This design comes from an exercise in tuning for small area, a short achievable clock period and few clock cycles per item on the open sky130 flow, not from production work.
Where RTL was checked, it was by simulation tests only, not by an equivalence proof against the original.
The RTL of runs 4 and 5 was laid out without a check of its function.
Power and IR drop assume default switching activity.

### design/flow/design.v
module fa3 (input a, input b, input ci, output s, output co);
    assign s  = a ^ b ^ ci;
    assign co = (a & b) | (a & ci) | (b & ci);
endmodule
module pgi (input a, input b, output p, output g);
    assign p = a ^ b;
    assign g = ~(a | b);
endmodule
module xo2 (input a, input b, output y);
    assign y = a ^ b;
endmodule
module xn2 (input a, input b, output y);
    assign y = ~(a ^ b);
endmodule
module or2 (input a, input b, output y);
    assign y = a | b;
endmodule
module an2 (input a, input b, output y);
    assign y = a & b;
endmodule
module nd2 (input a, input b, output y);
    assign y = ~(a & b);
endmodule
module nr3 (input a, input b, input c, output y);
    assign y = ~(a | b | c);
endmodule
module inv1 (input a, output y);
    assign y = ~a;
endmodule
module mj3 (input a, input b, input c, output y);
    assign y = (a & b) | (a & c) | (b & c);
endmodule
module an2x (input a, input b, output y);
    assign y = a & b;
endmodule
module ao21 (input a, input b, input c, output y);
    assign y = (a & b) | c;
endmodule
module ha2 (input a, input b, output s, output co);
    assign s  = a ^ b;
    assign co = a & b;
endmodule
module Datapath #(parameter N = 8) (
    input  [N-1:0]   a_in,
    input  [N-1:0]   b_in,
    output [2*N-1:0] result,
    input            clk,
    input            reset,
    input            start,
    output           done
);
    reg done_r;
    always @(posedge clk or posedge reset) begin
        if (reset)
            done_r <= 1'b0;
        else if (start)
            done_r <= 1'b1;
    end
    assign done = done_r;
    wire p1, p2, p3, p4, p5, p6, p7, p8, p9, p10, p11, p12, p13, p14, p15, p16, p17, p18, p19, p20, p21, p22, p23, p24, p25, p26, p27, p28, p29, p30, p31, p32, p33, p34, p35, p36, p37, p38, p39, p40, p41, p42, p43, p44, p45, p46, p47, p48, p49, p50, p51, p52, p53, p54, p55, p56, p57, p58, p59, p60, p61, p62, p63, p64, s65, c66, s67, c68, s69, c70, s71, c72, s73, c74, s75, c76, s77, c78, s79, c80, s81, c82, s83, c84, s85, c86, s87, c88, s89, c90, s91, c92, s93, c94, s95, c96, s97, c98, s99, c100, s101, c102, s103, c104, s105, c106, s107, c108, s109, c110, s111, c112, s113, c114, s115, c116, s117, c118, s119, c120, s121, c122, s123, c124, s125, c126, s127, c128, s129, c130, s131, c132, s133, c134, s135, c136, s137, c138, s139, c140, s141, c142, s143, c144, s145, c146, s147, c148, s149, c150, s151, c152, s153, c154, s155, c156, s157, c158, s67x, s71x, s73x, s79x, s81x, s91x, s101x, s103x, s113x, s125x, s127x, s135x, s137x, s143x, s145x, s151x;
    assign p1 = a_in[0] & b_in[0];
    assign p2 = ~(a_in[0] & b_in[1]);
    assign p3 = ~(a_in[0] & b_in[2]);
    assign p4 = ~(a_in[0] & b_in[3]);
    assign p5 = ~(a_in[0] & b_in[4]);
    assign p6 = ~(a_in[0] & b_in[5]);
    assign p7 = ~(a_in[0] & b_in[6]);
    assign p8 = a_in[0] & b_in[7];
    assign p9 = ~(a_in[1] & b_in[0]);
    assign p10 = ~(a_in[1] & b_in[1]);
    assign p11 = ~(a_in[1] & b_in[2]);
    assign p12 = ~(a_in[1] & b_in[3]);
    assign p13 = ~(a_in[1] & b_in[4]);
    assign p14 = ~(a_in[1] & b_in[5]);
    assign p15 = ~(a_in[1] & b_in[6]);
    assign p16 = a_in[1] & b_in[7];
    assign p17 = ~(a_in[2] & b_in[0]);
    assign p18 = ~(a_in[2] & b_in[1]);
    assign p19 = ~(a_in[2] & b_in[2]);
    assign p20 = ~(a_in[2] & b_in[3]);
    assign p21 = ~(a_in[2] & b_in[4]);
    assign p22 = ~(a_in[2] & b_in[5]);
    assign p23 = ~(a_in[2] & b_in[6]);
    assign p24 = a_in[2] & b_in[7];
    assign p25 = ~(a_in[3] & b_in[0]);
    assign p26 = ~(a_in[3] & b_in[1]);
    assign p27 = ~(a_in[3] & b_in[2]);
    assign p28 = ~(a_in[3] & b_in[3]);
    assign p29 = ~(a_in[3] & b_in[4]);
    assign p30 = ~(a_in[3] & b_in[5]);
    assign p31 = ~(a_in[3] & b_in[6]);
    assign p32 = a_in[3] & b_in[7];
    assign p33 = ~(a_in[4] & b_in[0]);
    assign p34 = ~(a_in[4] & b_in[1]);
    assign p35 = ~(a_in[4] & b_in[2]);
    assign p36 = ~(a_in[4] & b_in[3]);
    assign p37 = ~(a_in[4] & b_in[4]);
    assign p38 = ~(a_in[4] & b_in[5]);
    assign p39 = ~(a_in[4] & b_in[6]);
    assign p40 = a_in[4] & b_in[7];
    assign p41 = ~(a_in[5] & b_in[0]);
    assign p42 = ~(a_in[5] & b_in[1]);
    assign p43 = ~(a_in[5] & b_in[2]);
    assign p44 = ~(a_in[5] & b_in[3]);
    assign p45 = ~(a_in[5] & b_in[4]);
    assign p46 = ~(a_in[5] & b_in[5]);
    assign p47 = ~(a_in[5] & b_in[6]);
    assign p48 = a_in[5] & b_in[7];
    assign p49 = ~(a_in[6] & b_in[0]);
    assign p50 = ~(a_in[6] & b_in[1]);
    assign p51 = ~(a_in[6] & b_in[2]);
    assign p52 = ~(a_in[6] & b_in[3]);
    assign p53 = ~(a_in[6] & b_in[4]);
    assign p54 = ~(a_in[6] & b_in[5]);
    assign p55 = ~(a_in[6] & b_in[6]);
    assign p56 = a_in[6] & b_in[7];
    assign p57 = a_in[7] & b_in[0];
    assign p58 = a_in[7] & b_in[1];
    assign p59 = a_in[7] & b_in[2];
    assign p60 = a_in[7] & b_in[3];
    assign p61 = a_in[7] & b_in[4];
    assign p62 = a_in[7] & b_in[5];
    assign p63 = a_in[7] & b_in[6];
    assign p64 = ~(a_in[7] & b_in[7]);
    xo2 us65 (.a(p2), .b(p9), .y(s65));
    or2 uc66 (.a(p2), .b(p9), .y(c66));
    xo2 us67x (.a(p3), .b(p10), .y(s67x));
    xo2 us67 (.a(s67x), .b(p17), .y(s67));
    mj3 uc68 (.a(p3), .b(p10), .c(p17), .y(c68));
    xo2 us69 (.a(c66), .b(s67), .y(s69));
    or2 uc70 (.a(c66), .b(s67), .y(c70));
    xo2 us71x (.a(p4), .b(p11), .y(s71x));
    xo2 us71 (.a(s71x), .b(p18), .y(s71));
    mj3 uc72 (.a(p4), .b(p11), .c(p18), .y(c72));
    xo2 us73x (.a(p25), .b(c68), .y(s73x));
    xo2 us73 (.a(s73x), .b(s71), .y(s73));
    mj3 uc74 (.a(p25), .b(c68), .c(s71), .y(c74));
    xo2 us75 (.a(c70), .b(s73), .y(s75));
    or2 uc76 (.a(c70), .b(s73), .y(c76));
    fa3 us77 (.a(p5), .b(p12), .ci(p19), .s(s77), .co(c78));
    xo2 us79x (.a(p26), .b(p33), .y(s79x));
    xo2 us79 (.a(s79x), .b(c72), .y(s79));
    mj3 uc80 (.a(p26), .b(p33), .c(c72), .y(c80));
    xo2 us81x (.a(s77), .b(s79), .y(s81x));
    xo2 us81 (.a(s81x), .b(c74), .y(s81));
    mj3 uc82 (.a(s77), .b(s79), .c(c74), .y(c82));
    xo2 us83 (.a(c76), .b(s81), .y(s83));
    or2 uc84 (.a(c76), .b(s81), .y(c84));
    fa3 us85 (.a(p6), .b(p13), .ci(p20), .s(s85), .co(c86));
    fa3 us87 (.a(p27), .b(p34), .ci(p41), .s(s87), .co(c88));
    fa3 us89 (.a(c78), .b(s85), .ci(s87), .s(s89), .co(c90));
    xo2 us91x (.a(c80), .b(s89), .y(s91x));
    xo2 us91 (.a(s91x), .b(c82), .y(s91));
    mj3 uc92 (.a(c80), .b(s89), .c(c82), .y(c92));
    xo2 us93 (.a(c84), .b(s91), .y(s93));
    or2 uc94 (.a(c84), .b(s91), .y(c94));
    fa3 us95 (.a(p7), .b(p14), .ci(p21), .s(s95), .co(c96));
    fa3 us97 (.a(p28), .b(p35), .ci(p42), .s(s97), .co(c98));
    fa3 us99 (.a(p49), .b(c86), .ci(c88), .s(s99), .co(c100));
    xo2 us101x (.a(s95), .b(s97), .y(s101x));
    xo2 us101 (.a(s101x), .b(c90), .y(s101));
    mj3 uc102 (.a(s95), .b(s97), .c(c90), .y(c102));
    xo2 us103x (.a(s99), .b(s101), .y(s103x));
    xo2 us103 (.a(s103x), .b(c92), .y(s103));
    mj3 uc104 (.a(s99), .b(s101), .c(c92), .y(c104));
    fa3 us105 (.a(p8), .b(p15), .ci(p22), .s(s105), .co(c106));
    fa3 us107 (.a(p29), .b(p36), .ci(p43), .s(s107), .co(c108));
    fa3 us109 (.a(p50), .b(p57), .ci(c96), .s(s109), .co(c110));
    fa3 us111 (.a(c98), .b(s105), .ci(s107), .s(s111), .co(c112));
    xo2 us113x (.a(s109), .b(c100), .y(s113x));
    xo2 us113 (.a(s113x), .b(s111), .y(s113));
    mj3 uc114 (.a(s109), .b(c100), .c(s111), .y(c114));
    xn2 us115 (.a(c102), .b(s113), .y(s115));
    or2 uc116 (.a(c102), .b(s113), .y(c116));
    ha2 us117 (.a(p16), .b(p23), .s(s117), .co(c118));
    fa3 us119 (.a(p30), .b(p37), .ci(p44), .s(s119), .co(c120));
    fa3 us121 (.a(p51), .b(p58), .ci(c106), .s(s121), .co(c122));
    fa3 us123 (.a(c108), .b(s117), .ci(s119), .s(s123), .co(c124));
    xo2 us125x (.a(c110), .b(s121), .y(s125x));
    xo2 us125 (.a(s125x), .b(c112), .y(s125));
    mj3 uc126 (.a(c110), .b(s121), .c(c112), .y(c126));
    xo2 us127x (.a(s123), .b(s125), .y(s127x));
    xo2 us127 (.a(s127x), .b(c114), .y(s127));
    mj3 uc128 (.a(s123), .b(s125), .c(c114), .y(c128));
    fa3 us129 (.a(p24), .b(p31), .ci(p38), .s(s129), .co(c130));
    fa3 us131 (.a(p45), .b(p52), .ci(p59), .s(s131), .co(c132));
    fa3 us133 (.a(c118), .b(c120), .ci(s129), .s(s133), .co(c134));
    xo2 us135x (.a(s131), .b(c122), .y(s135x));
    xo2 us135 (.a(s135x), .b(c124), .y(s135));
    mj3 uc136 (.a(s131), .b(c122), .c(c124), .y(c136));
    xo2 us137x (.a(s133), .b(c126), .y(s137x));
    xo2 us137 (.a(s137x), .b(s135), .y(s137));
    mj3 uc138 (.a(s133), .b(c126), .c(s135), .y(c138));
    fa3 us139 (.a(p32), .b(p39), .ci(p46), .s(s139), .co(c140));
    fa3 us141 (.a(p53), .b(p60), .ci(c130), .s(s141), .co(c142));
    xo2 us143x (.a(c132), .b(s139), .y(s143x));
    xo2 us143 (.a(s143x), .b(s141), .y(s143));
    mj3 uc144 (.a(c132), .b(s139), .c(s141), .y(c144));
    xo2 us145x (.a(c134), .b(s143), .y(s145x));
    xo2 us145 (.a(s145x), .b(c136), .y(s145));
    mj3 uc146 (.a(c134), .b(s143), .c(c136), .y(c146));
    fa3 us147 (.a(p40), .b(p47), .ci(p54), .s(s147), .co(c148));
    fa3 us149 (.a(p61), .b(c140), .ci(s147), .s(s149), .co(c150));
    xo2 us151x (.a(c142), .b(s149), .y(s151x));
    xo2 us151 (.a(s151x), .b(c144), .y(s151));
    mj3 uc152 (.a(c142), .b(s149), .c(c144), .y(c152));
    fa3 us153 (.a(p48), .b(p55), .ci(p62), .s(s153), .co(c154));
    fa3 us155 (.a(c148), .b(s153), .ci(c150), .s(s155), .co(c156));
    fa3 us157 (.a(p56), .b(p63), .ci(c154), .s(s157), .co(c158));
    reg r_p1, r_s65, r_s69, r_s75, r_s83, r_s93, r_c94, r_s103, r_s115, r_c104, r_c116, r_s127, r_c128, r_s137, r_c138, r_s145, r_s151, r_c146, r_s155, r_c152, r_s157, r_c156, r_p64, r_c158;
    always @(posedge clk) begin
        if (start) begin
            r_p1 <= p1;
            r_s65 <= s65;
            r_s69 <= s69;
            r_s75 <= s75;
            r_s83 <= s83;
            r_s93 <= s93;
            r_c94 <= c94;
            r_s103 <= s103;
            r_s115 <= s115;
            r_c104 <= c104;
            r_c116 <= c116;
            r_s127 <= s127;
            r_c128 <= c128;
            r_s137 <= s137;
            r_c138 <= c138;
            r_s145 <= s145;
            r_s151 <= s151;
            r_c146 <= c146;
            r_s155 <= s155;
            r_c152 <= c152;
            r_s157 <= s157;
            r_c156 <= c156;
            r_p64 <= p64;
            r_c158 <= c158;
        end
    end
    wire hp6, hk6;
    xo2 uhp6 (.a(r_c94), .b(r_s103), .y(hp6));
    an2 uhk6 (.a(r_c94), .b(r_s103), .y(hk6));
    wire hp7, hk7;
    xo2 uhp7 (.a(r_s115), .b(r_c104), .y(hp7));
    an2 uhk7 (.a(r_s115), .b(r_c104), .y(hk7));
    wire hp8, hk8;
    xo2 uhp8 (.a(r_c116), .b(r_s127), .y(hp8));
    an2 uhk8 (.a(r_c116), .b(r_s127), .y(hk8));
    wire hp9, hk9;
    xo2 uhp9 (.a(r_c128), .b(r_s137), .y(hp9));
    an2 uhk9 (.a(r_c128), .b(r_s137), .y(hk9));
    wire hp10, hk10;
    xo2 uhp10 (.a(r_c138), .b(r_s145), .y(hp10));
    an2 uhk10 (.a(r_c138), .b(r_s145), .y(hk10));
    wire hp11, hk11;
    xo2 uhp11 (.a(r_s151), .b(r_c146), .y(hp11));
    an2 uhk11 (.a(r_s151), .b(r_c146), .y(hk11));
    wire hp12, hk12;
    xo2 uhp12 (.a(r_s155), .b(r_c152), .y(hp12));
    an2 uhk12 (.a(r_s155), .b(r_c152), .y(hk12));
    wire hp13, hk13;
    xo2 uhp13 (.a(r_s157), .b(r_c156), .y(hp13));
    an2 uhk13 (.a(r_s157), .b(r_c156), .y(hk13));
    wire hp14, hk14;
    xo2 uhp14 (.a(r_p64), .b(r_c158), .y(hp14));
    an2 uhk14 (.a(r_p64), .b(r_c158), .y(hk14));
    wire q159 = (hk7 | hp7) & (hk7 | hk6);
    wire q160 = hp7 & hp6;
    wire q161 = (hk9 | hp9) & (hk9 | hk8);
    wire q162 = hp9 & hp8;
    wire q163 = (hk11 | hp11) & (hk11 | hk10);
    wire q164 = hp11 & hp10;
    wire q165 = (hk13 | hp13) & (hk13 | hk12);
    wire q166 = hp13 & hp12;
    wire q167 = (hk8 | hp8) & (hk8 | q159);
    wire q168 = hp8 & q160;
    wire q169 = (q161 | q162) & (q161 | q159);
    wire q170 = q162 & q160;
    wire q171 = (hk12 | hp12) & (hk12 | q163);
    wire q172 = hp12 & q164;
    wire q173 = (q165 | q166) & (q165 | q163);
    wire q174 = q166 & q164;
    wire q175 = (hk10 | hp10) & (hk10 | q169);
    wire q176 = hp10 & q170;
    wire q177 = (q163 | q164) & (q163 | q169);
    wire q178 = q164 & q170;
    wire q179 = (q171 | q172) & (q171 | q169);
    wire q180 = q172 & q170;
    wire q181 = (q173 | q174) & (q173 | q169);
    wire q182 = q174 & q170;
    wire q183 = (hk14 | hp14) & (hk14 | q181);
    wire q184 = hp14 & q182;
    wire q185 = hk6 | hp6;
    wire q186 = q159 | q160;
    wire q187 = q167 | q168;
    wire q188 = q169 | q170;
    wire q189 = q175 | q176;
    wire q190 = q177 | q178;
    wire q191 = q179 | q180;
    wire q192 = q181 | q182;
    wire q193 = q183 | q184;
    wire m1;
    xn2 ug1 (.a(hp7), .b(q185), .y(m1));
    wire m2;
    xn2 ug2 (.a(hp8), .b(q186), .y(m2));
    wire m3;
    xn2 ug3 (.a(hp9), .b(q187), .y(m3));
    wire m4;
    xn2 ug4 (.a(hp10), .b(q188), .y(m4));
    wire m5;
    xn2 ug5 (.a(hp11), .b(q189), .y(m5));
    wire m6;
    xn2 ug6 (.a(hp12), .b(q190), .y(m6));
    wire m7;
    xn2 ug7 (.a(hp13), .b(q191), .y(m7));
    wire m8;
    xn2 ug8 (.a(hp14), .b(q192), .y(m8));
    assign result = {q193, m8, m7, m6, m5, m4, m3, m2, m1, hp6, r_s93, r_s83, r_s75, r_s69, r_s65, r_p1};
endmodule
### design/flow/constraint.sdc
create_clock -name core_clock -period 5.0 [get_ports {clk}]
set_input_delay 1.0000 -clock core_clock [delete_from_list [all_inputs] [get_ports {clk}]]
set_output_delay 1.0000 -clock core_clock [all_outputs]
set_load 0.01 [all_outputs]
### design/flow/standard.sh
#!/bin/bash
# synth_recipe.tcl (not shown) runs the flow's synth.tcl, then flattens the netlist and writes it again
# the make line also repeats each setting of config.mk as NAME=value (left out here)
make -C /OpenROAD-flow-scripts/flow DESIGN_CONFIG=/design/flow/config.mk WORK_HOME=/design/flow/orfs CLKGATE_MAP_FILE= SYNTH_SCRIPT=/design/flow/synth_recipe.tcl "${@:-finish}"
### design/flow/config.mk
export PLATFORM = sky130hd
export DESIGN_NAME = Datapath
export DESIGN_NICKNAME = Datapath
export VERILOG_FILES = /design/flow/design.v
export SDC_FILE = /design/flow/constraint.sdc
export NUM_CORES = 4
export LEC_CHECK = 0
export CAP_MARGIN = 20
export CORE_MARGIN = 2
export CORE_UTILIZATION = 40
export PLACE_DENSITY = 0.4
export SLEW_MARGIN = 20
export SYNTH_HIERARCHICAL = 1
export SYNTH_MINIMUM_KEEP_SIZE = 0
### design/flow/flow/outbuf.tcl
read_db $::env(ODB)
set block [ord::get_db_block]
set m [[ord::get_db] findMaster sky130_fd_sc_hd__buf_1]
set n 0
foreach inst [$block getInsts] {
  if {[string match "output*" [$inst getName]] && [[$inst getMaster] getName] eq "sky130_fd_sc_hd__buf_2"} {
    $inst swapMaster $m
    incr n
  }
}
puts "swapped $n output buffers"
write_db $::env(ODB)
### design/flow/flow/run.sh
#!/bin/bash
# Own flow: the standard layout with buf_2 port buffers; after placement the
# output-port buffers (which drive only the port) are swapped to buf_1.
set -e
cp standard.sh standard_sh.log
cp config.mk config_mk.log
export BUFFER_PORTS_ARGS="-buffer_cell sky130_fd_sc_hd__buf_2"
bash standard.sh place > standard_place.log 2>&1
ODB=$PWD/orfs/results/$FLOW_PLATFORM/Datapath/base/3_place.odb openroad -no_init -exit flow/outbuf.tcl > outbuf.log 2>&1
bash standard.sh finish > standard.log 2>&1
==> results by group, run 1 <==
Global routing
  • Initial antenna violation count: 0
  • Number of global-route vias before repair: about 1600
  • Wire length of the first global-routing pass: 7720 um
  • GR Util All Layers: 13.6%
  • Maximum number of pins on one net before global-route repair: 26
  • GRT Residual Overflow: 0

Synthesis
  • Post-Syn Nets: between 200 and 300
  • Post-synth top area cell: edfxtp_1
  • Post-synthesis sequential area ratio: roughly 30%
  • Mapped Area: between 2000 and 3000 sq um
  • Syn_area_per_cell: roughly 11 sq um
  • Syn Inst Count: 240
  • Synth Register Bits: 25
  • Post-synthesis cell type count: 24
  • Largest cells by area after synthesis: edfxtp_1 (28%), fa_1 (19%), xor2_1 (16%)
  • Share of Yosys cell area claimed by the top area cell type: around 28%
  • Ys Warns: 7

Clock tree
  • Root Driver: clkbuf_8
  • TritonCTS Sinks: 25
  • Number of setup buffers added after CTS: 0
  • Number of buffers added by the clock tree synthesis step: 3
  • Worst-path clk slew: roughly 0.090 ns
  • Depth of the CTS H-tree: 1
  • Clock Latency Late Sink: 0.27 ns
  • Count of instances resized after the clock tree is built: 0
  • CTS tree: done
  • Clock Path Buffers: 2
  • CTS Hold Buffers Added: 0

Timing
  • Unrepaired setup endpoints after global routing: no
  • Clock skew after layout: 0 ns
  • Total Neg Setup Slack: 0 ns
  • Worst relative slew slack: a little under two thirds
  • Maximum clock frequency: between 0.3 and 0.4 GHz
  • Ratio of final minimum period to clock period: between 50 and 60%
  • Final worst path period need: 2.99 ns
  • Number of failing setup endpoints in the final timing report: 0
  • Max-slew violation count: 0
  • Final-report hold violation count: 0
  • Worst Tran Pin Value: between 0.5 and 0.6 ns
  • Worst hold margin: a little under 0.5 ns
  • Setup slack after layout: ~2.0 ns

Detailed routing
  • Wirelength per Cell: about 13 um
  • Number of DRC markers after the initial detailed-route iteration: 37
  • Drt via density: 4.65
  • First drt pass iteration count: 4
  • Total wire length after detailed routing: 4500 um
  • Number of antenna-violating nets in the routed design: 0
  • Total number of vias: 1558
  • Number of DRC violations after detailed routing: 0

Layout
  • Post-layout nets: around 300
  • Antenna fix cells: 0
  • Area Growth Syn to Fin: 6.17%
  • Most common cell after layout, fill and taps aside: nand2_1
  • Most frequent cells in the layout: nand2_1 (50), xor2_1 (46), and2_1 (24), fa_1 (24), edfxtp_1 (24)
  • Fraction of final layout cells with drive strength greater than 1: between 15 and 20%

Critical path
  • Register-to-register setup slack: about 4.2 ns
  • Setup Crit Path Kind: in -> reg
  • Longest individual stage delay on the worst path: approximately 0.54 ns
  • Slowest CP cell: fa_1
  • Capture point of the worst reg-to-reg path: done_r
  • Most frequent CP cell: xor2_1
  • Destination of the critical timing path: r_s127
  • Worst Path Buf+Inv: 1
  • RR Startpoint: done_r
  • Critical path, cell by cell: buf_2, and2_1, fa_1, fa_1, xor2_1, xor2_1, xor2_1, xor2_1
  • Cell family with most CP delay: adder cells
  • Largest driver fanout on the critical path: 8
  • Sort of element at the start of the critical path: primary input
  • Req. time, crit path: around 5 ns
  • Signal arrival time at the worst endpoint: 3.01 ns
  • Levels on crit path: 8
  • Endpoint class of the critical path: flop
  • Critical path origin: a_in[0]
  • Worst Reg2Reg Path Length in Cells: 1

Die
  • Die Area: roughly 7000 sq um
  • Die X: between 80 and 90 um
  • Standard-cell rows: 29
  • Initial standard-cell utilization of the core: around 41%
  • I/O pin count: 36
  • Die height: ~84 um
  • Floorplan Core Area: ~6300 sq um

Placement
  • Weighted congestion reported at the end of routability-driven placement: 0.802
  • Post-DP HPWL: 3830 um
  • PortBufs: 35
  • Worst slack after detailed placement: about 1.7 ns

Worst hold path
  • Worst min path class: reg -> reg

Power and ir drop
  • Cell Pwr Density: approximately 400 nW/um^2
  • Total Power Consumption: 1080 uW
  • VDD IR max: about 0.28 mV
  • Static leakage: approximately 0.0010 uW

Flow run
  • MaxCap Viol Count: 0

Outcome
  • Outcome: finished clean
## worst min path at each step
stage	end	cells after the start	startpoint	slack, ns
5_1_grt	done_r	1	done_r	0.51
3_3_place_gp	done_r	1	done_r	0.45
3_5_place_dp	done_r	1	done_r	0.47
2_1_floorplan	done_r	1	done_r	0.51
6_report	done_r	1	done_r	0.48
4_1_cts	done_r	1	done_r	0.50
## routing by layer
layer	vias up	GRT usage [%]	part of all wire (%)
met5	-	0	0
met4	0	3.96	0.91
met3	4	0.890	2.8
met2	37	20.5	42
met1	716	21.0	54
li1	801	-	-
## Yosys stat by module (local to each module, per instance)
module | area (sq um) | flops+latches | times used
Datapath | 1310 | 25 | 1
xn2 | 8.76 | 0 | 9
or2 | 6.26 | 0 | 6
an2 | 6.26 | 0 | 9
mj3 | 11.3 | 0 | 16
ha2 | 12.5 | 0 | 1
xo2 | 8.76 | 0 | 46
fa3 | 20.0 | 0 | 24
## per-stage QoR
| step | util [%] | instances | instance area [sq um] |
|---|---|---|---|
| global route | 43.2 | 335 | 2710 |
| CTS | 43.2 | 335 | 2710 |
| detailed placement | 42.8 | 331 | 2690 |
| finish | 43.2 | 335 | 2710 |
| global placement | 42.8 | 331 | 2690 |
| floorplan | - | 240 | 2550 |
## cell type report
cell class,count,area [sq um]
Clock buffer,3,41.3
Clock inverter,1,5.00
Fill cell,639,3570
Inverter,1,3.75
Multi-Input combinational cell,193,1670
Sequential cell,25,746
Tap cell,77,96.3
Timing Repair Buffer,35,154
## power by group
part	switching, uW	total (uW)	leakage [uW]	internal, uW
registers	26.2	334	0.000244	308
logic	343	631	0.000731	288
clock network	59.6	115	0.0000255	55.6
total	429	1080	0.00100	651
## cells in the mapped netlist
cell type  instances
a31o_1             1
or2_1              6
xnor2_1            9
fa_1              24
a211oi_2           1
clkbuf_1           5
nand2b_2           1
a21o_2             1
dfrtp_1            1
and4_1             1
buf_4             16
o211ai_2           1
a31o_2             1
maj3_2            16
nand2_1           50
edfxtp_1          24
or2_2              2
ha_1               1
a21oi_1            2
and2_1            24
inv_1              1
a21o_1             5
xor2_1            46
nand4_1            1
## logic make-up (layout without fill, tap and decap cells)
| kind of cell | after synthesis | after routing | share of synthesized area [%] |
|---|---|---|---|
| compound gates | 12 | 12 | 3.87 |
| fa+ha+maj | 41 | 41 | 26.4 |
| flops | 25 | 25 | 29.2 |
| simple gates | 85 | 85 | 16.1 |
| buf+inv | 22 | 40 | 5.59 |
| xor+xnor | 55 | 55 | 18.9 |
Testbench counts, summed over its fixed seeds: cycles 3,200, items 3,200.
==> run 2: changes to the inputs <==
--- a/design/flow/config.mk
+++ b/design/flow/config.mk
@@ -7,8 +7,7 @@
 export LEC_CHECK = 0
 export CAP_MARGIN = 20
 export CORE_MARGIN = 2
-export CORE_UTILIZATION = 40
-export PLACE_DENSITY = 0.4
+export CORE_UTILIZATION = 30
 export SLEW_MARGIN = 20
 export SYNTH_HIERARCHICAL = 1
 export SYNTH_MINIMUM_KEEP_SIZE = 0
==> run 2 against run 1 <==
Net effect: via count rose by 2.4%; flip-flop and latch count unchanged; synthesized cell count is the same; combinational power up 1%; largest cell class unchanged; wire length is 5.6% lower; non-clock buffer count unchanged; hold slack got worse by 0.0045 ns; total power fell by 0.27%; critical endpoint is now result[12]; global-route usage shrank 3.1 points.
==> results by group, run 2 <==
Outcome
  • Outcome: finished clean

Detailed routing
  • Total number of vias: between 1500 and 2000
  • Number of DRC violations after detailed routing: 0
  • Total wire length after detailed routing: around 4300 um
  • Number of DRC markers after the initial detailed-route iteration: 20
  • Drt via density: ~4.4
  • Number of antenna-violating nets in the routed design: 0
  • First drt pass iteration count: 4
  • Wirelength per Cell: 11.7 um

Placement
  • Weighted congestion reported at the end of routability-driven placement: around 0.76
  • PortBufs: 35
  • Post-DP HPWL: approximately 3800 um
  • Post-DP Area: about 2700 sq um

Timing
  • Worst Tran Pin Value: between 0.4 and 0.5 ns
  • Final worst path period need: between 2 and 3 ns
  • Final-report hold violation count: 0
  • Maximum clock frequency: ~0.33 GHz
  • Ratio of final minimum period to clock period: around 60%
  • Unrepaired setup endpoints after global routing: no
  • Worst relative slew slack: around 68%
  • Number of failing setup endpoints in the final timing report: 0
  • Max-slew violation count: 0
  • Clock skew after layout: 0 ns
  • Total Neg Setup Slack: 0 ns

Synthesis
  • Syn_area_per_cell: about 11 sq um
  • Dominant synthesized flop cell: edfxtp_1
  • Share of Yosys cell area claimed by the top area cell type: 28.2%
  • Synth Register Bits: 25
  • Largest cells by area after synthesis: edfxtp_1 (28%), fa_1 (19%), xor2_1 (16%)
  • Post-Syn Nets: ~280
  • Post-synthesis sequential area ratio: around 29%
  • Most frequently used cell type in the post-synthesis netlist: nand2_1
  • Async set-or-reset flop fraction in the synthesized netlist: roughly 4%
  • Post-synth top area cell: edfxtp_1
  • Ys Warns: 7
  • Mapped Area: around 2600 sq um
  • Top cell types by occurrence after synthesis: nand2_1 (50), xor2_1 (46), and2_1 (24), edfxtp_1 (24), fa_1 (24)
  • Number of synthesized flops with an enable pin: 24
  • Syn Inst Count: 240
  • Post-synthesis cell type count: 24

Clock tree
  • CTS Hold Buffers Added: 0
  • Worst-path clk slew: approximately 0.070 ns
  • Number of setup buffers added after CTS: 0
  • CTS tree: done
  • TritonCTS Sinks: 25
  • Root Driver: clkbuf_8
  • Depth of the CTS H-tree: 1
  • Clock Path Buffers: 2
  • Clock Latency Late Sink: ~0.25 ns
  • Count of instances resized after the clock tree is built: 0
  • Number of buffers added by the clock tree synthesis step: 3

Global routing
  • Met2 track utilization from global routing: between 15 and 20%
  • Number of global-route vias before repair: 1683
  • Wire length of the first global-routing pass: just under 8000 um
  • Maximum number of pins on one net before global-route repair: 26
  • GRT Residual Overflow: 0
  • Met3 routing resource usage after global routing: 1.02%
  • Initial antenna violation count: 0
  • Met1 track utilization from global routing: between 10% and 20%
  • GR Util All Layers: approximately a tenth
  • Peak-usage layer in the global routing report: met2

Die
  • Initial standard-cell utilization of the core: a little under a third
  • Die Area: between 9000 and 10000 sq um
  • I/O pin count: 36
  • Floorplan Core Area: between 8000 and 9000 sq um
  • Standard-cell rows: 33
  • Die X: just under 100 um
  • Die height: about 96 um

Layout
  • Post-layout nets: roughly 300
  • Fraction of final layout cells with drive strength greater than 1: between 15 and 20%
  • Most common cell after layout, fill and taps aside: nand2_1
  • Antenna fix cells: 0
  • Area Growth Syn to Fin: 7.50%
  • Fin util: 33.4%
  • Number of inserted filler cells in the final layout: ~860
  • Most frequent cells in the layout: nand2_1 (50), xor2_1 (46), and2_1 (24), fa_1 (24), edfxtp_1 (24)
  • Finished Cell Area: between 2000 and 3000 sq um

Critical path
  • Largest driver fanout on the critical path: 3
  • Endpoint class of the critical path: primary output
  • Req. time, crit path: roughly 4.0 ns
  • Sort of element at the start of the critical path: flop
  • Signal arrival time at the worst endpoint: approximately 2.0 ns
  • Setup Crit Path Kind: reg -> out

Worst hold path
  • Worst min path class: reg -> reg

Power and ir drop
  • Static leakage: around 0.001 uW
  • Cell Pwr Density: roughly 390 nW/um^2
  • VDD IR max: around 0.11 mV

Flow run
  • MaxCap Viol Count: 0
[run 2: changes by cell type in the layout (fill, tap and decap cells not counted)]
cell,before,now
clkinv_2,1,0
clkbuf_1,0,1
[run 2: path summary, 6_finish.rpt]
check | startpoint | end | slack, ns | cells past startpoint
max in group asynchronous | reset | done_r | 4.35 | 2
hold reg to reg | done_r | done_r | 0.48 | 1
setup / recovery | r_s127 | result[12] | 2.00 | 7
setup reg to reg | done_r | done_r | 4.22 | 1
min in group asynchronous | reset | done_r | 0.56 | 2
hold / removal | done_r | done_r | 0.48 | 1
[run 2: through the flow]
step / hold slack [ns] / worst slack [ns] / instances / power [uW]
2_1_floorplan: 0.512 / 1.81 / 240 / 960
3_3_place_gp: 0.447 / 1.76 / 359 / 1000
3_5_place_dp: 0.471 / 1.74 / 359 / 1020
4_1_cts: 0.491 / 1.95 / 363 / 1100
5_1_grt: 0.514 / 1.80 / 363 / 1190
6_report: 0.478 / 2.00 / 363 / 1080
[run 2: layer usage]
layer / wire, um / up-vias
met1: 1850 / 758
met4: 61 / 0
met5: 0 / -
met3: 161 / 4
li1: - / 801
met2: 2180 / 33
[run 2: cell type report]
class	count	area [sq um]	area share, %
sequential	25	746	27.2
tap	105	131	4.79
timing repair buffer	35	154	5.61
inverter	1	3.75	0.137
clock buffer	4	45.0	1.64
multi-input combinational	193	1670	60.7
[run 2: power breakdown]
group	switching [uW]	total, uW	leakage (uW)	internal (uW)
registers	24.4	332	0.000244	308
logic	351	637	0.000731	286
clock network	51.6	108	0.0000228	56.7
total	427	1080	0.000998	651
[run 2: cell families (layout without fill, tap and decap cells)]
group                    count (synthesis)  count (layout)  synth area share [%]
flip-flops                              25              25                  29.2
buffers and inverters                   22              40                  5.59
adder cells (fa/ha/maj)                 41              41                  26.4
XOR/XNOR                                55              55                  18.9
AO/OA/AOI/OAI                           12              12                  3.87
AND/OR/NAND/NOR                         85              85                  16.1
[run 2: per-module statistics from Yosys, one instance, submodules excluded, excerpt]
| module | cells inside | area (sq um) | times used |
|---|---|---|---|
| Datapath | 129 | 1310 | 1 |
| mj3 | 1 | 11.3 | 16 |
| fa3 | 1 | 20.0 | 24 |
| an2 | 1 | 6.26 | 9 |
| xn2 | 1 | 8.76 | 9 |
| ha2 | 1 | 12.5 | 1 |
| xo2 | 1 | 8.76 | 46 |
[run 2: worst max-delay path, stage by stage (launching register included)]
cell and delay [ns]:
edfxtp_1 0.39, xor2_1 0.21, a21oi_1 0.22, nand2_1 0.11
a21o_1 0.22, a31o_2 0.26, xnor2_1 0.15, buf_1 0.18
==> run 3: changes to the inputs <==
--- a/design/flow/config.mk
+++ b/design/flow/config.mk
@@ -7,7 +7,7 @@
 export LEC_CHECK = 0
 export CAP_MARGIN = 20
 export CORE_MARGIN = 2
-export CORE_UTILIZATION = 30
+export CORE_UTILIZATION = 55
 export SLEW_MARGIN = 20
 export SYNTH_HIERARCHICAL = 1
 export SYNTH_MINIMUM_KEEP_SIZE = 0
==> run 3 against run 2 <==
Net effect: count of clock-buffer cells in the layout is 1 lower; design area is 2.4% lower; via count is 3.3% lower; critical path type is now in -> reg.
==> results by group, run 3 <==
Synthesis
  • Mapped Area: about 2600 sq um
  • Post-synthesis cell type count: 24
  • Main combinational cell family by area after synthesis: adder cells
  • Post-synthesis sequential area ratio: between 20% and 30%
  • Syn Inst Count: 240
  • Top cell types by occurrence after synthesis: nand2_1 (50), xor2_1 (46), and2_1 (24), edfxtp_1 (24), fa_1 (24)
  • Synth Register Bits: 25
  • Syn_area_per_cell: around 11 sq um
  • Async set-or-reset flop fraction in the synthesized netlist: under 10%
  • Ys Warns: 7
  • Post-synthesis compound-gate area fraction: ~3.9%
  • Number of synthesized flops with an enable pin: 24
  • Parity-gate share of the synthesized area counting xor and xnor cells: between 10% and 20%
  • Proportion of synthesized area in mux cells: 0%
  • Dominant synthesized flop cell: edfxtp_1
  • Post-synth top area cell: edfxtp_1
  • Post-Syn Nets: 284
  • Post-Synth Simple-Gate Area: between 10% and 20%
  • Largest cells by area after synthesis: edfxtp_1 (28%), fa_1 (19%), xor2_1 (16%)
  • Share of Yosys cell area claimed by the top area cell type: between 20 and 30%
  • Most frequently used cell type in the post-synthesis netlist: nand2_1
  • Adder and majority cell fraction of the synthesized area: between 20% and 30%

Power and ir drop
  • Cell Pwr Density: between 300 and 400 nW/um^2
  • VDD IR max: around 0.16 mV
  • Static leakage: ~0.0010 uW
  • Total Power Consumption: approximately 1100 uW

Critical path
  • Setup Crit Path Kind: in -> reg
  • Cell family with most CP delay: adder cells
  • Endpoint class of the critical path: flop
  • Sort of element at the start of the critical path: primary input
  • RR Startpoint: done_r
  • Req. time, crit path: around 5 ns
  • Critical path origin: a_in[0]
  • Critical path, cell by cell: buf_2, and2_1, fa_1, fa_1, maj3_2, maj3_2
  • Slowest CP cell: fa_1
  • Worst Path Buf+Inv: 1
  • Largest driver fanout on the critical path: 8
  • Signal arrival time at the worst endpoint: 3.01 ns
  • Longest individual stage delay on the worst path: around 0.56 ns

Timing
  • Maximum clock frequency: between 0.3 and 0.4 GHz
  • Clock skew after layout: 0 ns
  • Worst Tran Pin Value: roughly 0.5 ns
  • Worst relative slew slack: 66.4%
  • Unrepaired setup endpoints after global routing: no
  • Final-report hold violation count: 0
  • Number of failing setup endpoints in the final timing report: 0
  • Max-slew violation count: 0
  • Final worst path period need: 2.99 ns
  • Setup slack after layout: between 2 and 2.5 ns
  • Ratio of final minimum period to clock period: between 50 and 60%
  • Total Neg Setup Slack: 0 ns

Clock tree
  • Clock Latency Late Sink: about 0.26 ns
  • Root Driver: clkbuf_8
  • Worst-path clk slew: about 0.080 ns
  • Clock Path Buffers: 2
  • Number of setup buffers added after CTS: 0
  • CTS tree: done
  • Count of instances resized after the clock tree is built: 0
  • Number of buffers added by the clock tree synthesis step: 3
  • TritonCTS Sinks: 25
  • Depth of the CTS H-tree: 1
  • CTS Hold Buffers Added: 0

Die
  • Floorplan Core Area: approximately 4400 sq um
  • Standard-cell rows: 24
  • Die height: slightly above 70 um
  • Initial standard-cell utilization of the core: between 50% and 60%
  • Die X: 72.1 um
  • Die Area: about 5200 sq um
  • I/O pin count: 36

Layout
  • Multi-input combinational cell area: 1670 sq um
  • Fraction of final layout cells with drive strength greater than 1: between 15 and 20%
  • Most frequent cells in the layout: nand2_1 (50), xor2_1 (46), and2_1 (24), fa_1 (24), edfxtp_1 (24)
  • Number of non-filler instances in the completed layout: between 300 and 400
  • Number of inserted filler cells in the final layout: roughly 400
  • Area Growth Syn to Fin: 4.95%
  • Antenna fix cells: 0
  • Most common cell after layout, fill and taps aside: nand2_1
  • Fin util: between 60% and 70%
  • FF/Latch Area: 746 sq um
  • Post-layout nets: 303

Global routing
  • GRT Residual Overflow: 0
  • GR Util All Layers: approximately 17%
  • Number of global-route vias before repair: between 1000 and 1500
  • Initial antenna violation count: 0
  • Wire length of the first global-routing pass: between 7000 and 8000 um
  • Maximum number of pins on one net before global-route repair: 26

Flow run
  • MaxCap Viol Count: 0

Placement
  • PortBufs: 35
  • Weighted congestion reported at the end of routability-driven placement: 0.853
  • Worst slack after detailed placement: 1.72 ns
  • Post-DP HPWL: between 3000 and 4000 um
  • Number of instances in the placed design: 306

Detailed routing
  • First drt pass iteration count: 4
  • Number of DRC violations after detailed routing: 0
  • Total wire length after detailed routing: 3990 um
  • Wirelength per Cell: between 10 and 15 um
  • Number of antenna-violating nets in the routed design: 0
  • Number of DRC markers after the initial detailed-route iteration: 43
  • Total number of vias: 1544
  • Drt via density: 4.98

Outcome
  • Outcome: finished clean

Worst hold path
  • Worst min path class: reg -> reg
  • Start point of the worst min-delay path: done_r
-- run 3: cell counts after synthesis --
Identical to the previous run, type by type.
-- run 3: final cells by class --
type                    count  area share [%]
multi-input cells         193            62.1
repair buffers             35            5.74
well taps                  52            2.43
clock inverters             1           0.187
flip-flops and latches     25            27.8
inverters                   1           0.140
clock buffers               3            1.54
-- run 3: cell families after synthesis --
group                    Yosys count
adder cells (fa/ha/maj)           41
AND/OR/NAND/NOR                   85
XOR/XNOR                          55
buffers and inverters             22
flip-flops                        25
AO/OA/AOI/OAI                     12
-- run 3: power breakdown --
part	switching [uW]	internal, uW	total (uW)	leakage [uW]
registers	26.0	308	334	0.000244
clock network	55.8	55.5	111	0.0000255
logic	336	287	623	0.000731
total	418	650	1070	0.00100
-- run 3: final timing paths --
check | endpoint | slack (ns) | depth (start not counted)
hold reg to reg | done_r | 0.47 | 1
min in group asynchronous | done_r | 0.55 | 2
hold / removal | done_r | 0.47 | 1
setup / recovery | r_c128 | 2.01 | 6
setup reg to reg | done_r | 4.23 | 1
max in group asynchronous | done_r | 4.36 | 2
-- run 3: metrics by stage --
| stage | hold slack, ns | instance area (sq um) |
|---|---|---|
| after global routing | 0.504 | 2680 |
| after detailed placement | 0.463 | 2660 |
| after CTS | 0.486 | 2680 |
| after floorplan | 0.512 | 2550 |
| after global placement | 0.450 | 2660 |
| final | 0.474 | 2680 |
-- run 3: modules after synthesis, one instance, submodules excluded --
| module | copies in the design | flip-flops and latches |
|---|---|---|
| ha2 | 1 | 0 |
| Datapath | 1 | 25 |
| or2 | 6 | 0 |
| xo2 | 46 | 0 |
| an2 | 9 | 0 |
| xn2 | 9 | 0 |
| mj3 | 16 | 0 |
| fa3 | 24 | 0 |
-- run 3: layer usage --
layer | part of all wire (%) | track usage (%) | vias up
met5 | 0 | 0 | -
met2 | 45 | 26.5 | 39
met1 | 51 | 26.7 | 701
met4 | 0.75 | 5.03 | 0
met3 | 3.7 | 1.25 | 2
li1 | - | - | 802
==> run 4: changes to the inputs <==
--- a/design/flow/design.v
+++ b/design/flow/design.v
@@ -57,7 +57,7 @@
             done_r <= 1'b1;
     end
     assign done = done_r;
-    wire p1, p2, p3, p4, p5, p6, p7, p8, p9, p10, p11, p12, p13, p14, p15, p16, p17, p18, p19, p20, p21, p22, p23, p24, p25, p26, p27, p28, p29, p30, p31, p32, p33, p34, p35, p36, p37, p38, p39, p40, p41, p42, p43, p44, p45, p46, p47, p48, p49, p50, p51, p52, p53, p54, p55, p56, p57, p58, p59, p60, p61, p62, p63, p64, s65, c66, s67, c68, s69, c70, s71, c72, s73, c74, s75, c76, s77, c78, s79, c80, s81, c82, s83, c84, s85, c86, s87, c88, s89, c90, s91, c92, s93, c94, s95, c96, s97, c98, s99, c100, s101, c102, s103, c104, s105, c106, s107, c108, s109, c110, s111, c112, s113, c114, s115, c116, s117, c118, s119, c120, s121, c122, s123, c124, s125, c126, s127, c128, s129, c130, s131, c132, s133, c134, s135, c136, s137, c138, s139, c140, s141, c142, s143, c144, s145, c146, s147, c148, s149, c150, s151, c152, s153, c154, s155, c156, s157, c158, s67x, s71x, s73x, s79x, s81x, s91x, s101x, s103x, s113x, s125x, s127x, s135x, s137x, s143x, s145x, s151x;
+    wire p1, p2, p3, p4, p5, p6, p7, p8, p9, p10, p11, p12, p13, p14, p15, p16, p17, p18, p19, p20, p21, p22, p23, p24, p25, p26, p27, p28, p29, p30, p31, p32, p33, p34, p35, p36, p37, p38, p39, p40, p41, p42, p43, p44, p45, p46, p47, p48, p49, p50, p51, p52, p53, p54, p55, p56, p57, p58, p59, p60, p61, p62, p63, p64, s65, c66, s67, c68, s69, c70, s71, c72, s73, c74, s75, c76, s77, c78, s79, c80, s81, c82, s83, c84, s85, c86, s87, c88, s89, c90, s91, c92, s93, c94, s95, c96, s97, c98, s99, c100, s101, c102, s103, c104, s105, c106, s107, c108, s109, c110, s111, c112, s113, c114, s115, c116, s117, c118, s119, c120, s121, c122, s123, c124, s125, c126, s127, c128, s129, c130, s131, c132, s133, c134, s135, c136, s137, c138, s139, c140, s141, c142, s143, c144, s145, c146, s147, c148, s149, c150, s151, c152, s153, c154, s155, c156, s157, c158, s67x, s71x, s73x, s79x, s81x, s91x, s101x, s103x, s113x, s125x, s127x, s137x, s145x, s151x;
     assign p1 = a_in[0] & b_in[0];
     assign p2 = ~(a_in[0] & b_in[1]);
     assign p3 = ~(a_in[0] & b_in[2]);
@@ -185,17 +185,13 @@
     fa3 us129 (.a(p24), .b(p31), .ci(p38), .s(s129), .co(c130));
     fa3 us131 (.a(p45), .b(p52), .ci(p59), .s(s131), .co(c132));
     fa3 us133 (.a(c118), .b(c120), .ci(s129), .s(s133), .co(c134));
-    xo2 us135x (.a(s131), .b(c122), .y(s135x));
-    xo2 us135 (.a(s135x), .b(c124), .y(s135));
-    mj3 uc136 (.a(s131), .b(c122), .c(c124), .y(c136));
+    fa3 us135 (.a(s131), .b(c122), .ci(c124), .s(s135), .co(c136));
     xo2 us137x (.a(s133), .b(c126), .y(s137x));
     xo2 us137 (.a(s137x), .b(s135), .y(s137));
     mj3 uc138 (.a(s133), .b(c126), .c(s135), .y(c138));
     fa3 us139 (.a(p32), .b(p39), .ci(p46), .s(s139), .co(c140));
     fa3 us141 (.a(p53), .b(p60), .ci(c130), .s(s141), .co(c142));
-    xo2 us143x (.a(c132), .b(s139), .y(s143x));
-    xo2 us143 (.a(s143x), .b(s141), .y(s143));
-    mj3 uc144 (.a(c132), .b(s139), .c(s141), .y(c144));
+    fa3 us143 (.a(c132), .b(s139), .ci(s141), .s(s143), .co(c144));
     xo2 us145x (.a(c134), .b(s143), .y(s145x));
     xo2 us145 (.a(s145x), .b(c136), .y(s145));
     mj3 uc146 (.a(c134), .b(s143), .c(c136), .y(c146));
--- a/design/flow/config.mk
+++ b/design/flow/config.mk
@@ -7,7 +7,7 @@
 export LEC_CHECK = 0
 export CAP_MARGIN = 20
 export CORE_MARGIN = 2
-export CORE_UTILIZATION = 55
+export CORE_UTILIZATION = 40
 export SLEW_MARGIN = 20
 export SYNTH_HIERARCHICAL = 1
 export SYNTH_MINIMUM_KEEP_SIZE = 0
==> run 4 against run 3 <==
Net effect: still clean on timing, DRC and antenna; worst setup slack got worse by 0.037 ns; clock skew unchanged; non-clock buffer count unchanged; first-iteration DRC count increased by 28%; synthesized cell count decreased by 1.7%; count of clock-buffer cells in the layout increased by 1; maximum frequency decreased by 1.2%; largest cell class unchanged; largest power group unchanged.
==> results by group, run 4 <==
Synthesis
  • Post-synthesis sequential area ratio: between 20 and 30%
  • Largest cells by area after synthesis: edfxtp_1 (28%), fa_1 (21%), xor2_1 (15%)
  • Most frequently used cell type in the post-synthesis netlist: nand2_1
  • Dominant synthesized flop cell: edfxtp_1
  • Number of synthesized flops with an enable pin: 24
  • Syn Inst Count: 236
  • Post-synthesis cell type count: 24
  • Top cell types by occurrence after synthesis: nand2_1 (50), xor2_1 (42), fa_1 (26), and2_1 (24), edfxtp_1 (24)
  • Ys Warns: 7
  • Synth Register Bits: 25
  • Async set-or-reset flop fraction in the synthesized netlist: roughly 4.0%
  • Mapped Area: 2540 sq um
  • Share of Yosys cell area claimed by the top area cell type: 28.4%
  • Post-synth top area cell: edfxtp_1
  • Post-Syn Nets: between 200 and 300
  • Syn_area_per_cell: around 11 sq um

Global routing
  • GR Util All Layers: around 13%
  • Met3 routing resource usage after global routing: 0.989%
  • Maximum number of pins on one net before global-route repair: 26
  • GRT Residual Overflow: 0
  • Number of global-route vias before repair: 1592
  • Met1 track utilization from global routing: 18.4%
  • Initial antenna violation count: 0
  • Peak-usage layer in the global routing report: met2
  • Wire length of the first global-routing pass: roughly 7300 um
  • Met2 track utilization from global routing: 20.1%

Layout
  • Most frequent cells in the layout: nand2_1 (50), xor2_1 (42), fa_1 (26)
  • Antenna fix cells: 0
  • Area Growth Syn to Fin: 6.17%
  • Fraction of final layout cells with drive strength greater than 1: around 17%
  • Finished Cell Area: between 2000 and 3000 sq um
  • Number of inserted filler cells in the final layout: roughly 640
  • Post-layout nets: 301
  • Number of non-filler instances in the completed layout: 331
  • Most common cell after layout, fill and taps aside: nand2_1

Detailed routing
  • Total wire length after detailed routing: 4060 um
  • First drt pass iteration count: 4
  • Number of antenna-violating nets in the routed design: 0
  • Number of DRC violations after detailed routing: 0
  • Wirelength per Cell: ~12 um
  • Drt via density: about 4.7
  • Total number of vias: between 1500 and 2000
  • Number of DRC markers after the initial detailed-route iteration: 55

Placement
  • Weighted congestion reported at the end of routability-driven placement: 0.878
  • Post-DP HPWL: about 3400 um
  • Post-DP Area: approximately 2700 sq um
  • Number of instances in the placed design: approximately 330
  • PortBufs: 35

Timing
  • Worst Tran Pin Value: 0.501 ns
  • Final worst path period need: 3.03 ns
  • Clock skew after layout: 0 ns
  • Worst relative slew slack: roughly two thirds
  • Final-report hold violation count: 0
  • Max-slew violation count: 0
  • Total Neg Setup Slack: 0 ns
  • Unrepaired setup endpoints after global routing: no
  • Ratio of final minimum period to clock period: 60.6%
  • Maximum clock frequency: about 0.33 GHz
  • Number of failing setup endpoints in the final timing report: 0

Critical path
  • Sort of element at the start of the critical path: primary input
  • Setup Crit Path Kind: in -> reg
  • Worst Path Buf+Inv: 1
  • Endpoint class of the critical path: flop
  • Most frequent CP cell: fa_1
  • Critical path, cell by cell: buf_2, and2_1, fa_1, fa_1, fa_1, xor2_1, xor2_1
  • Longest individual stage delay on the worst path: a little over 0.5 ns
  • Largest driver fanout on the critical path: 8
  • Slowest CP cell: fa_1
  • Req. time, crit path: roughly 5.0 ns
  • Cell family with most CP delay: adder cells
  • Signal arrival time at the worst endpoint: 3.04 ns

Die
  • Initial standard-cell utilization of the core: between 40% and 50%
  • Die X: approximately 84 um
  • Die height: around 84 um
  • I/O pin count: 36
  • Standard-cell rows: 29
  • Floorplan Core Area: around 6200 sq um
  • Die Area: around 7000 sq um

Clock tree
  • Count of instances resized after the clock tree is built: 0
  • Clock Latency Late Sink: approximately 0.26 ns
  • CTS tree: done
  • Root Driver: clkbuf_8
  • CTS Hold Buffers Added: 0
  • Number of buffers added by the clock tree synthesis step: 3
  • Worst-path clk slew: around 0.08 ns
  • Clock Path Buffers: 2
  • Number of setup buffers added after CTS: 0
  • TritonCTS Sinks: 25
  • Depth of the CTS H-tree: 1

Flow run
  • MaxCap Viol Count: 0

Power and ir drop
  • Static leakage: 0.000990 uW
  • VDD IR max: 0.157 mV
  • Cell Pwr Density: just under 400 nW/um^2

Outcome
  • Outcome: finished clean

Worst hold path
  • Worst min path class: reg -> reg
run 4: changes by cell type after synthesis, sizes merged:
| cell | before | now |
|---|---|---|
| fa | 24 | 26 |
| maj3 | 16 | 14 |
| xor2 | 46 | 42 |
run 4: layout make-up:
type / count / area (sq um) / share of cell area (%)
inverters: 1 / 3.75 / 0.139
clock buffers: 4 / 45.0 / 1.67
flip-flops and latches: 25 / 746 / 27.7
repair buffers: 35 / 154 / 5.72
well taps: 77 / 96.3 / 3.58
multi-input cells: 189 / 1650 / 61.2
run 4: cell families after synthesis:
group / after synthesis / share of synthesized area, %
simple gates: 85 / 16.2
xor+xnor: 51 / 17.6
fa+ha+maj: 41 / 27.2
flops: 25 / 29.4
buf+inv: 22 / 5.62
compound gates: 12 / 3.90
run 4: per-module statistics from Yosys, one instance, submodules excluded:
module    cell area (sq um)  cells inside
Datapath               1310           129
fa3                    20.0             1
ha2                    12.5             1
mj3                    11.3             1
xn2                    8.76             1
xo2                    8.76             1
an2                    6.26             1
or2                    6.26             1
run 4: per-stage QoR:
step	hold slack, ns	utilization [%]	power (uW)	worst slack [ns]
3_5_place_dp	0.453	42.8	998	1.67
3_3_place_gp	0.448	42.8	989	1.70
4_1_cts	0.475	43.1	1090	1.98
6_report	0.470	43.1	1070	1.97
2_1_floorplan	0.512	-	955	1.73
5_1_grt	0.500	43.1	1170	1.86
run 4: routing by layer:
| layer | up-vias | wire (um) |
|---|---|---|
| met5 | - | 0 |
| met4 | 0 | 36 |
| met3 | 2 | 114 |
| met2 | 22 | 1890 |
| met1 | 752 | 2020 |
| li1 | 791 | - |
run 4: path summary, 6_finish.rpt:
check | startpoint | cells past startpoint | slack [ns] | to
min in group asynchronous | reset | 2 | 0.56 | done_r
worst min register to register | done_r | 1 | 0.47 | done_r
worst min-delay path | done_r | 1 | 0.47 | done_r
worst max-delay path | a_in[2] | 7 | 1.97 | r_s145
max in group asynchronous | reset | 2 | 4.35 | done_r
worst max register to register | done_r | 1 | 4.23 | done_r
run 4: power by group:
| group | total (uW) | internal (uW) | switching (uW) |
|---|---|---|---|
| combinational | 624 | 285 | 340 |
| sequential | 333 | 308 | 25.1 |
| clock | 112 | 56.8 | 55.2 |
==> run 5: changes to the inputs <==
--- a/design/flow/design.v
+++ b/design/flow/design.v
@@ -57,7 +57,7 @@
             done_r <= 1'b1;
     end
     assign done = done_r;
-    wire p1, p2, p3, p4, p5, p6, p7, p8, p9, p10, p11, p12, p13, p14, p15, p16, p17, p18, p19, p20, p21, p22, p23, p24, p25, p26, p27, p28, p29, p30, p31, p32, p33, p34, p35, p36, p37, p38, p39, p40, p41, p42, p43, p44, p45, p46, p47, p48, p49, p50, p51, p52, p53, p54, p55, p56, p57, p58, p59, p60, p61, p62, p63, p64, s65, c66, s67, c68, s69, c70, s71, c72, s73, c74, s75, c76, s77, c78, s79, c80, s81, c82, s83, c84, s85, c86, s87, c88, s89, c90, s91, c92, s93, c94, s95, c96, s97, c98, s99, c100, s101, c102, s103, c104, s105, c106, s107, c108, s109, c110, s111, c112, s113, c114, s115, c116, s117, c118, s119, c120, s121, c122, s123, c124, s125, c126, s127, c128, s129, c130, s131, c132, s133, c134, s135, c136, s137, c138, s139, c140, s141, c142, s143, c144, s145, c146, s147, c148, s149, c150, s151, c152, s153, c154, s155, c156, s157, c158, s67x, s71x, s73x, s79x, s81x, s91x, s101x, s103x, s113x, s125x, s127x, s137x, s145x, s151x;
+    wire p1, p2, p3, p4, p5, p6, p7, p8, p9, p10, p11, p12, p13, p14, p15, p16, p17, p18, p19, p20, p21, p22, p23, p24, p25, p26, p27, p28, p29, p30, p31, p32, p33, p34, p35, p36, p37, p38, p39, p40, p41, p42, p43, p44, p45, p46, p47, p48, p49, p50, p51, p52, p53, p54, p55, p56, p57, p58, p59, p60, p61, p62, p63, p64, s65, c66, s67, c68, s69, c70, s71, c72, s73, c74, s75, c76, s77, c78, s79, c80, s81, c82, s83, c84, s85, c86, s87, c88, s89, c90, s91, c92, s93, c94, s95, c96, s97, c98, s99, c100, s101, c102, s103, c104, s105, c106, s107, c108, s109, c110, s111, c112, s113, c114, s115, c116, s117, c118, s119, c120, s121, c122, s123, c124, s125, c126, s127, c128, s129, c130, s131, c132, s133, c134, s135, c136, s137, c138, s139, c140, s141, c142, s143, c144, s145, c146, s147, c148, s149, c150, s151, c152, s153, c154, s155, c156, s157, c158, s67x, s71x, s73x, s79x, s81x, s89x, s91x, s101x, s103x, s111x, s113x, s121x, s125x, s127x, s135x, s137x, s143x, s145x, s151x;
     assign p1 = a_in[0] & b_in[0];
     assign p2 = ~(a_in[0] & b_in[1]);
     assign p3 = ~(a_in[0] & b_in[2]);
@@ -148,7 +148,9 @@
     or2 uc84 (.a(c76), .b(s81), .y(c84));
     fa3 us85 (.a(p6), .b(p13), .ci(p20), .s(s85), .co(c86));
     fa3 us87 (.a(p27), .b(p34), .ci(p41), .s(s87), .co(c88));
-    fa3 us89 (.a(c78), .b(s85), .ci(s87), .s(s89), .co(c90));
+    xo2 us89x (.a(c78), .b(s85), .y(s89x));
+    xo2 us89 (.a(s89x), .b(s87), .y(s89));
+    mj3 uc90 (.a(c78), .b(s85), .c(s87), .y(c90));
     xo2 us91x (.a(c80), .b(s89), .y(s91x));
     xo2 us91 (.a(s91x), .b(c82), .y(s91));
     mj3 uc92 (.a(c80), .b(s89), .c(c82), .y(c92));
@@ -166,7 +168,9 @@
     fa3 us105 (.a(p8), .b(p15), .ci(p22), .s(s105), .co(c106));
     fa3 us107 (.a(p29), .b(p36), .ci(p43), .s(s107), .co(c108));
     fa3 us109 (.a(p50), .b(p57), .ci(c96), .s(s109), .co(c110));
-    fa3 us111 (.a(c98), .b(s105), .ci(s107), .s(s111), .co(c112));
+    xo2 us111x (.a(c98), .b(s105), .y(s111x));
+    xo2 us111 (.a(s111x), .b(s107), .y(s111));
+    mj3 uc112 (.a(c98), .b(s105), .c(s107), .y(c112));
     xo2 us113x (.a(s109), .b(c100), .y(s113x));
     xo2 us113 (.a(s113x), .b(s111), .y(s113));
     mj3 uc114 (.a(s109), .b(c100), .c(s111), .y(c114));
@@ -174,7 +178,9 @@
     or2 uc116 (.a(c102), .b(s113), .y(c116));
     ha2 us117 (.a(p16), .b(p23), .s(s117), .co(c118));
     fa3 us119 (.a(p30), .b(p37), .ci(p44), .s(s119), .co(c120));
-    fa3 us121 (.a(p51), .b(p58), .ci(c106), .s(s121), .co(c122));
+    xo2 us121x (.a(p51), .b(p58), .y(s121x));
+    xo2 us121 (.a(s121x), .b(c106), .y(s121));
+    mj3 uc122 (.a(p51), .b(p58), .c(c106), .y(c122));
     fa3 us123 (.a(c108), .b(s117), .ci(s119), .s(s123), .co(c124));
     xo2 us125x (.a(c110), .b(s121), .y(s125x));
     xo2 us125 (.a(s125x), .b(c112), .y(s125));
@@ -185,13 +191,17 @@
     fa3 us129 (.a(p24), .b(p31), .ci(p38), .s(s129), .co(c130));
     fa3 us131 (.a(p45), .b(p52), .ci(p59), .s(s131), .co(c132));
     fa3 us133 (.a(c118), .b(c120), .ci(s129), .s(s133), .co(c134));
-    fa3 us135 (.a(s131), .b(c122), .ci(c124), .s(s135), .co(c136));
+    xo2 us135x (.a(s131), .b(c122), .y(s135x));
+    xo2 us135 (.a(s135x), .b(c124), .y(s135));
+    mj3 uc136 (.a(s131), .b(c122), .c(c124), .y(c136));
     xo2 us137x (.a(s133), .b(c126), .y(s137x));
     xo2 us137 (.a(s137x), .b(s135), .y(s137));
     mj3 uc138 (.a(s133), .b(c126), .c(s135), .y(c138));
     fa3 us139 (.a(p32), .b(p39), .ci(p46), .s(s139), .co(c140));
     fa3 us141 (.a(p53), .b(p60), .ci(c130), .s(s141), .co(c142));
-    fa3 us143 (.a(c132), .b(s139), .ci(s141), .s(s143), .co(c144));
+    xo2 us143x (.a(c132), .b(s139), .y(s143x));
+    xo2 us143 (.a(s143x), .b(s141), .y(s143));
+    mj3 uc144 (.a(c132), .b(s139), .c(s141), .y(c144));
     xo2 us145x (.a(c134), .b(s143), .y(s145x));
     xo2 us145 (.a(s145x), .b(c136), .y(s145));
     mj3 uc146 (.a(c134), .b(s143), .c(c136), .y(c146));
==> run 5 against run 4 <==
Net effect: first-iteration DRC count shrank 33%; die area grew 1.6%; sequential power is essentially flat; global-route usage shrank 0.095 points; count of clock-buffer cells in the layout is the same; design area grew 1.6%; critical path depth is the same; sequential share of layout area shrank 0.44 points; register-to-register slack is essentially flat; clock skew is the same; critical endpoint is now result[12]; largest cell class unchanged; largest power group unchanged.
==> results by group, run 5 <==
Global routing
  • GRT Residual Overflow: 0
  • Initial antenna violation count: 0
  • Wire length of the first global-routing pass: roughly 7500 um
  • Number of global-route vias before repair: 1648
  • GR Util All Layers: ~13%
  • Maximum number of pins on one net before global-route repair: 26

Clock tree
  • Depth of the CTS H-tree: 1
  • CTS Hold Buffers Added: 0
  • Root Driver: clkbuf_8
  • TritonCTS Sinks: 25
  • Count of instances resized after the clock tree is built: 0
  • Clock Latency Late Sink: 0.26 ns
  • CTS tree: done
  • Clock Path Buffers: 2
  • Worst-path clk slew: around 0.08 ns
  • Number of setup buffers added after CTS: 0
  • Number of buffers added by the clock tree synthesis step: 3

Die
  • Die height: approximately 84 um
  • Die X: 84.3 um
  • Standard-cell rows: 29
  • Initial standard-cell utilization of the core: roughly two fifths
  • Floorplan Core Area: roughly 6300 sq um
  • I/O pin count: 36
  • Die Area: roughly 7000 sq um

Worst hold path
  • Number of cells traversed by the worst hold path: 1
  • WHS Endpoint: done_r
  • Start point of the worst min-delay path: done_r
  • Worst min path class: reg -> reg

Synthesis
  • Syn_area_per_cell: 10.5 sq um
  • Share of Yosys cell area claimed by the top area cell type: roughly 28%
  • Mapped Area: approximately 2600 sq um
  • Post-synth top area cell: edfxtp_1
  • Synth Register Bits: 25
  • Post-synthesis sequential area ratio: 28.9%
  • Syn Inst Count: 246
  • Async set-or-reset flop fraction in the synthesized netlist: under 10%
  • Top cell types by occurrence after synthesis: xor2_1 (52), nand2_1 (50), and2_1 (24), edfxtp_1 (24), fa_1 (21)
  • Ys Warns: 7
  • Largest cells by area after synthesis: edfxtp_1 (28%), xor2_1 (18%), fa_1 (16%)
  • Most frequently used cell type in the post-synthesis netlist: xor2_1
  • Post-synthesis cell type count: 24
  • Number of synthesized flops with an enable pin: 24
  • Dominant synthesized flop cell: edfxtp_1
  • Post-Syn Nets: roughly 290

Detailed routing
  • Total number of vias: about 1600
  • First drt pass iteration count: 4
  • Number of DRC markers after the initial detailed-route iteration: 37
  • Drt via density: ~4.8
  • Total wire length after detailed routing: around 4100 um
  • Number of antenna-violating nets in the routed design: 0
  • Wirelength per Cell: 12.1 um
  • Number of DRC violations after detailed routing: 0

Critical path
  • Capture point of the worst reg-to-reg path: done_r
  • Endpoint class of the critical path: primary output
  • Register-to-register setup slack: roughly 4.2 ns
  • Setup Crit Path Kind: reg -> out
  • Signal arrival time at the worst endpoint: between 1.5 and 2 ns
  • RR Startpoint: done_r
  • Sort of element at the start of the critical path: flop
  • Worst Reg2Reg Path Length in Cells: 1
  • Largest driver fanout on the critical path: 3
  • Critical path origin: r_s127
  • Req. time, crit path: 4.00 ns

Layout
  • Fraction of final layout cells with drive strength greater than 1: 17.8%
  • Most frequent cells in the layout: xor2_1 (52), nand2_1 (50), and2_1 (24), edfxtp_1 (24), fa_1 (21)
  • Most common cell after layout, fill and taps aside: xor2_1
  • Number of non-filler instances in the completed layout: ~340
  • Antenna fix cells: 0
  • Area Growth Syn to Fin: 6.06%
  • Post-layout nets: approximately 310

Power and ir drop
  • VDD IR max: approximately 0.2 mV
  • Cell Pwr Density: just under 400 nW/um^2
  • Static leakage: about 0.0010 uW

Placement
  • Weighted congestion reported at the end of routability-driven placement: ~0.85
  • Post-DP HPWL: roughly 3500 um
  • PortBufs: 35
  • Number of instances in the placed design: ~340

Timing
  • Final worst path period need: ~3.0 ns
  • Unrepaired setup endpoints after global routing: no
  • Clock skew after layout: 0 ns
  • Final-report hold violation count: 0
  • Worst Tran Pin Value: slightly above 0.5 ns
  • Maximum clock frequency: 0.335 GHz
  • Max-slew violation count: 0
  • Number of failing setup endpoints in the final timing report: 0
  • Total Neg Setup Slack: 0 ns
  • Worst relative slew slack: roughly 66%
  • Ratio of final minimum period to clock period: about three fifths

Outcome
  • Outcome: finished clean

Flow run
  • MaxCap Viol Count: 0
==> run 5: cell type report <==
class                           instances  area (sq um)
Timing Repair Buffer                   35           154
Multi-Input combinational cell        199          1690
Sequential cell                        25           746
Tap cell                               77          96.3
Fill cell                             607          3540
Clock buffer                            4          45.0
Inverter                                1          3.75
==> run 5: worst max-delay path by stage <==
| stage | end | slack [ns] |
|---|---|---|
| 2_1_floorplan | r_c104 | 1.81 |
| 3_3_place_gp | r_c104 | 1.83 |
| 3_5_place_dp | r_c104 | 1.78 |
| 4_1_cts | result[12] | 1.97 |
| 5_1_grt | result[14] | 1.83 |
| 6_report | result[12] | 2.02 |
==> run 5: power by group <==
group	internal [uW]	switching [uW]	leakage, uW	total (uW)
registers	308	24.9	0.000244	333
logic	288	342	0.000742	630
clock network	56.7	56.3	0.0000228	113
total	653	423	0.00101	1080
==> run 5: modules after synthesis, one instance, submodules excluded <==
module    flip-flops and latches  copies in the design  cells
or2                            0                     6      1
xo2                            0                    52      1
fa3                            0                    21      1
xn2                            0                     9      1
Datapath                      25                     1    129
mj3                            0                    19      1
ha2                            0                     1      1
an2                            0                     9      1
==> run 5: kinds of logic after synthesis <==
logic type,after synthesis,share of synthesized area [%]
DFF,25,28.9
xor gates and xnor gates,61,20.7
AOI/OAI and AO/OA,12,3.83
adders and majority gates,41,25.1
buffers and inverters,22,5.53
and+or+nand+nor,85,16.0
==> run 5: per-layer routing <==
layer  vias up  share of wire (%)  global-route usage (%)
met5         -                  0                       0
met1       768                 50                    18.0
met2        35                 45                    20.8
met4         0                1.1                    4.11
met3         4                3.7                    1.08
li1        823                  -                       -
==> run 5: worst max-delay path: stages (launching register included) <==
cell,delay [ns]
edfxtp_1,0.40
xor2_1,0.21
a21oi_1,0.22
nand2_1,0.11
a21o_1,0.22
a31o_2,0.26
xnor2_1,0.15
buf_1,0.17
==> run 5: stage by stage <==
step,util (%),total power (uW),cell area (sq um),hold WS (ns),setup slack [ns]
after floorplan,-,965,2580,0.512,1.81
after global routing,43.6,1180,2740,0.506,1.83
after global placement,43.2,996,2710,0.448,1.83
after detailed placement,43.2,1010,2710,0.453,1.78
after CTS,43.6,1100,2740,0.477,1.97
final,43.6,1080,2740,0.469,2.02

[static timing again, ports no longer ideal]
Ports are ideal in the flow. The routed layouts listed here were re-timed in OpenROAD. Step 1 sets driving cells, clkbuf_16 on the clock port and buf_2 on the other inputs (assumed; they add their load-dependent delay and slew). Step 2 times the ports against the registers' clock, not the clock port: input delays grow and output delays shrink by t, the midpoint of the rising clock arrivals with the driver on. Three values: ideal, step 1, step 2; two values: the first two.
run	t, ns	setup WS [ns]	worst setup path at the end	slew at the worst register clock pin (ns)	pins driven straight from the clock port
run 1	0.286	2.009 / 1.994 / 1.730	input to register	0.09 / 0.09	1
run 2	0.280	2.002 / 1.976 / 1.736	input to register	0.07 / 0.07	1
run 3	0.279	2.007 / 2.012 / 1.733	input to register	0.08 / 0.08	1
run 4	0.283	1.970 / 1.974 / 1.691	input to register	0.08 / 0.08	1
run 5	0.280	2.019 / 1.996 / 1.785	input to register	0.08 / 0.08	1
After both steps setup and hold are still met in every run listed.
